This is an optimization exercise on Yosys and OpenROAD, whose aim is small area, not a production implementation. Only simulation tests tie the RTL to the original design; equivalence was not proved. The clock port is modelled as an ideal driver, which makes a skipped or thinned clock tree look cheaper than it is; a real chip needs a root buffer or a tree. Power is estimated from default activity; no workload was simulated.

==> flow/design.v <==
module estacionamiento (
    input  wire clk,
    input  wire rst,
    input  wire ech,
    output reg  trigger_o,
    output reg  led_50cm,
    output reg  led_100cm,
    output reg  led_200cm,
    output wire buzzer
);
    localparam [21:0] TTAPS   = 22'h300000;
    localparam        TFINV   = 1'b0;
    localparam [21:0] TW_VAL  = 22'h15c1d0;
    localparam [21:0] TW_MASK = ~22'h010080;
    localparam [21:0] TF_VAL  = 22'h049955;
    localparam [21:0] TF_MASK = 22'h105400;
    localparam [21:0] TRST    = TW_VAL & TW_MASK;
    reg  [21:0] ts;
    wire tw  = ((ts ^ TW_VAL) & TW_MASK) == 22'd0;
    wire tf  = ((ts ^ TF_VAL) & TF_MASK) == 22'd0;
    wire tfb = (^(ts & TTAPS)) ^ TFINV;
    always @(posedge clk) begin
        if (rst)
            ts <= TRST;
        else if (tw)
            ts <= 22'd0;
        else
            ts <= {~ts[20:0], tfb};
        if (rst)
            trigger_o <= 1'b0;
        else
            trigger_o <= tw | (trigger_o & ~tf);
    end
    localparam [14:0] ETAPS   = 15'h4001;
    localparam        EFINV   = 1'b0;
    localparam [14:0] ED_VAL  = 15'h38c0;
    localparam [14:0] ED_MASK = ~15'h0418;
    localparam [1:0] IDLE = 2'b00, PH0 = 2'b01, PH1 = 2'b11, PH2 = 2'b10;
    reg  [1:0]  st;
    reg  [14:0] es;
    wire idle = (st == IDLE);
    wire ed   = ((es ^ ED_VAL) & ED_MASK) == 15'd0;
    wire efb  = (^(es & ETAPS)) ^ EFINV;
    wire done = !idle && !ech;
    always @(posedge clk) begin
        es <= (idle | ed) ? 15'd0 : {~es[13:0], efb};
        if (rst)
            st <= IDLE;
        else case (st)
            IDLE: st <= (ech && !trigger_o) ? PH0 : IDLE;
            PH0:  st <= !ech ? IDLE : ed ? PH1 : PH0;
            PH1:  st <= !ech ? IDLE : ed ? PH2 : PH1;
            default: st <= !ech ? IDLE : PH2;
        endcase
    end
    always @(posedge clk) begin
        if (rst) begin
            led_50cm  <= 1'b0;
            led_100cm <= 1'b0;
            led_200cm <= 1'b0;
        end else if (done) begin
            led_50cm  <= st != PH0;
            led_100cm <= !(st == PH1 && !ed);
            led_200cm <= st != PH2;
        end
    end
    assign buzzer = led_50cm;
endmodule
export LEC_CHECK = 0
export CAP_MARGIN = 20
export CORE_MARGIN = 2
export CORE_UTILIZATION = 40
export SLEW_MARGIN = 20
create_clock -name core_clock -period 5.0 [get_ports {clk}]
standard.sh (not shown) runs the stock make flow with config.mk's settings and CLKGATE_MAP_FILE= SYNTH_SCRIPT=/design/flow/synth_recipe.tcl, a recipe that flattens the netlist after the stock synthesis.
==> flow/flow/run.sh <==
#!/bin/bash
# Own layout flow: the standard ORFS flow (standard.sh), with
#  - an area-oriented ABC mapping script in place of ORFS's speed script,
#  - the smallest buffer for the port buffers,
set -euo pipefail
W=$PWD
exec > "$W/run_flow.log" 2>&1
rm -rf "$W/scripts_local"
cp -r "$FLOW_HOME/scripts" "$W/scripts_local"
cp "$W/flow/abc_area.script" "$W/scripts_local/abc_speed.script"
python3 - "$W/scripts_local/cts.tcl" "$W/flow/post_cts.tcl" <<'PY'
import sys
p, post = sys.argv[1], sys.argv[2]
s = open(p).read()
anchor = "log_cmd clock_tree_synthesis {*}$cts_args\n"
assert anchor in s
s = s.replace(anchor, anchor + "source " + post + "\n")
open(p, "w").write(s)
PY
export SCRIPTS_DIR="$W/scripts_local"
export BUFFER_PORTS_ARGS="-buffer_cell sky130_fd_sc_hd__buf_1"
export CTS_ARGS="-sink_clustering_enable -repair_clock_nets -dont_use_dummy_load"
bash "$W/standard.sh"
==> flow/flow/abc_area.script <==
strash
dch
map -a
topo
==> flow/flow/post_cts.tcl <==
set block [ord::get_db_block]
set clknet [$block findNet clk]
set roots {}
foreach it [$clknet getITerms] { lappend roots [$it getInst] }
if {[llength $roots] == 1} {
  set root [lindex $roots 0]
  set out_net ""
  foreach it [$root getITerms] {
    if {[$it isOutputSignal]} { set out_net [$it getNet] }
  }
  set loads {}
  foreach it [$out_net getITerms] {
    if {[$it getInst] != $root} { lappend loads $it }
  }
  set all_bufs 1
  foreach it $loads {
    if {![string match "sky130_fd_sc_hd__clkbuf_*" [[[$it getInst] getMaster] getName]]} { set all_bufs 0 }
  }
  if {$all_bufs && [llength $loads] <= 4} {
    puts "post_cts: removing root [$root getName], clk drives [llength $loads] leaf buffers"
    foreach it $loads { $it disconnect; $it connect $clknet }
    foreach it [$root getITerms] { $it disconnect }
    odb::dbInst_destroy $root
    odb::dbNet_destroy $out_net
  } else {
    puts "post_cts: root kept ([llength $loads] loads, all buffers: $all_bufs)"
  }
}
==> next run, changes <==
--- a/flow/design.v
+++ b/flow/design.v
@@ -8,12 +8,12 @@
     output reg  led_200cm,
     output wire buzzer
 );
-    localparam [21:0] TTAPS   = 22'h300000;
+    localparam [21:0] TTAPS   = 22'h200100;
     localparam        TFINV   = 1'b0;
-    localparam [21:0] TW_VAL  = 22'h15c1d0;
-    localparam [21:0] TW_MASK = ~22'h010080;
-    localparam [21:0] TF_VAL  = 22'h049955;
-    localparam [21:0] TF_MASK = 22'h105400;
+    localparam [21:0] TW_VAL  = 22'h3fc808;
+    localparam [21:0] TW_MASK = ~22'h84;
+    localparam [21:0] TF_VAL  = 22'h1070de;
+    localparam [21:0] TF_MASK = 22'h83a8;
     localparam [21:0] TRST    = TW_VAL & TW_MASK;
     reg  [21:0] ts;
     wire tw  = ((ts ^ TW_VAL) & TW_MASK) == 22'd0;
@@ -34,7 +34,7 @@
     localparam [14:0] ETAPS   = 15'h4001;
     localparam        EFINV   = 1'b0;
     localparam [14:0] ED_VAL  = 15'h38c0;
-    localparam [14:0] ED_MASK = ~15'h0418;
+    localparam [14:0] ED_MASK = ~15'h818;
     localparam [1:0] IDLE = 2'b00, PH0 = 2'b01, PH1 = 2'b11, PH2 = 2'b10;
     reg  [1:0]  st;
     reg  [14:0] es;
The new run completed with no timing, DRC or antenna violations.
Setup slack degrades by 0.10 ns.
Clock-buffer cell count stays the same.
Power went up slightly.
Non-clock buffer count stays the same.
Hold slack degrades by 0.0087 ns.
Clock skew went up by 0.011 ns.
First-iteration DRC count went up by well over a third.
Final area went down slightly.
Clock power stays flat.
Cell count went down slightly.

## separate check: timing with driven ports
No port has a modelled driver above. Below, the same layouts with a new extraction and two added sets of constraints.
Step 1 assumes that a clkbuf_16 drives the clock port and a buf_2 every other input.
Step 2 times the ports against the registers' clock, not the clock port: input delays grow and output delays shrink by t, the midpoint of the rising clock arrivals with the driver on.
Three values: ideal ports, drivers, drivers and shift; two values: the first two.
run | t, ns | slack for setup (ns) | slew at the worst register clock pin (ns) | pins driven straight from the clock port
the first run | 0.202 | 3.023 / 3.032 / 2.842 | 0.11 / 0.11 | 4
the second run | 0.204 | 2.920 / 2.934 / 2.731 | 0.12 / 0.12 | 4
After both steps every run listed still meets setup and hold. For the second run, which loses most, drivers alone change the setup slack by +0.014 ns; drivers and shift together by -0.189 ns.
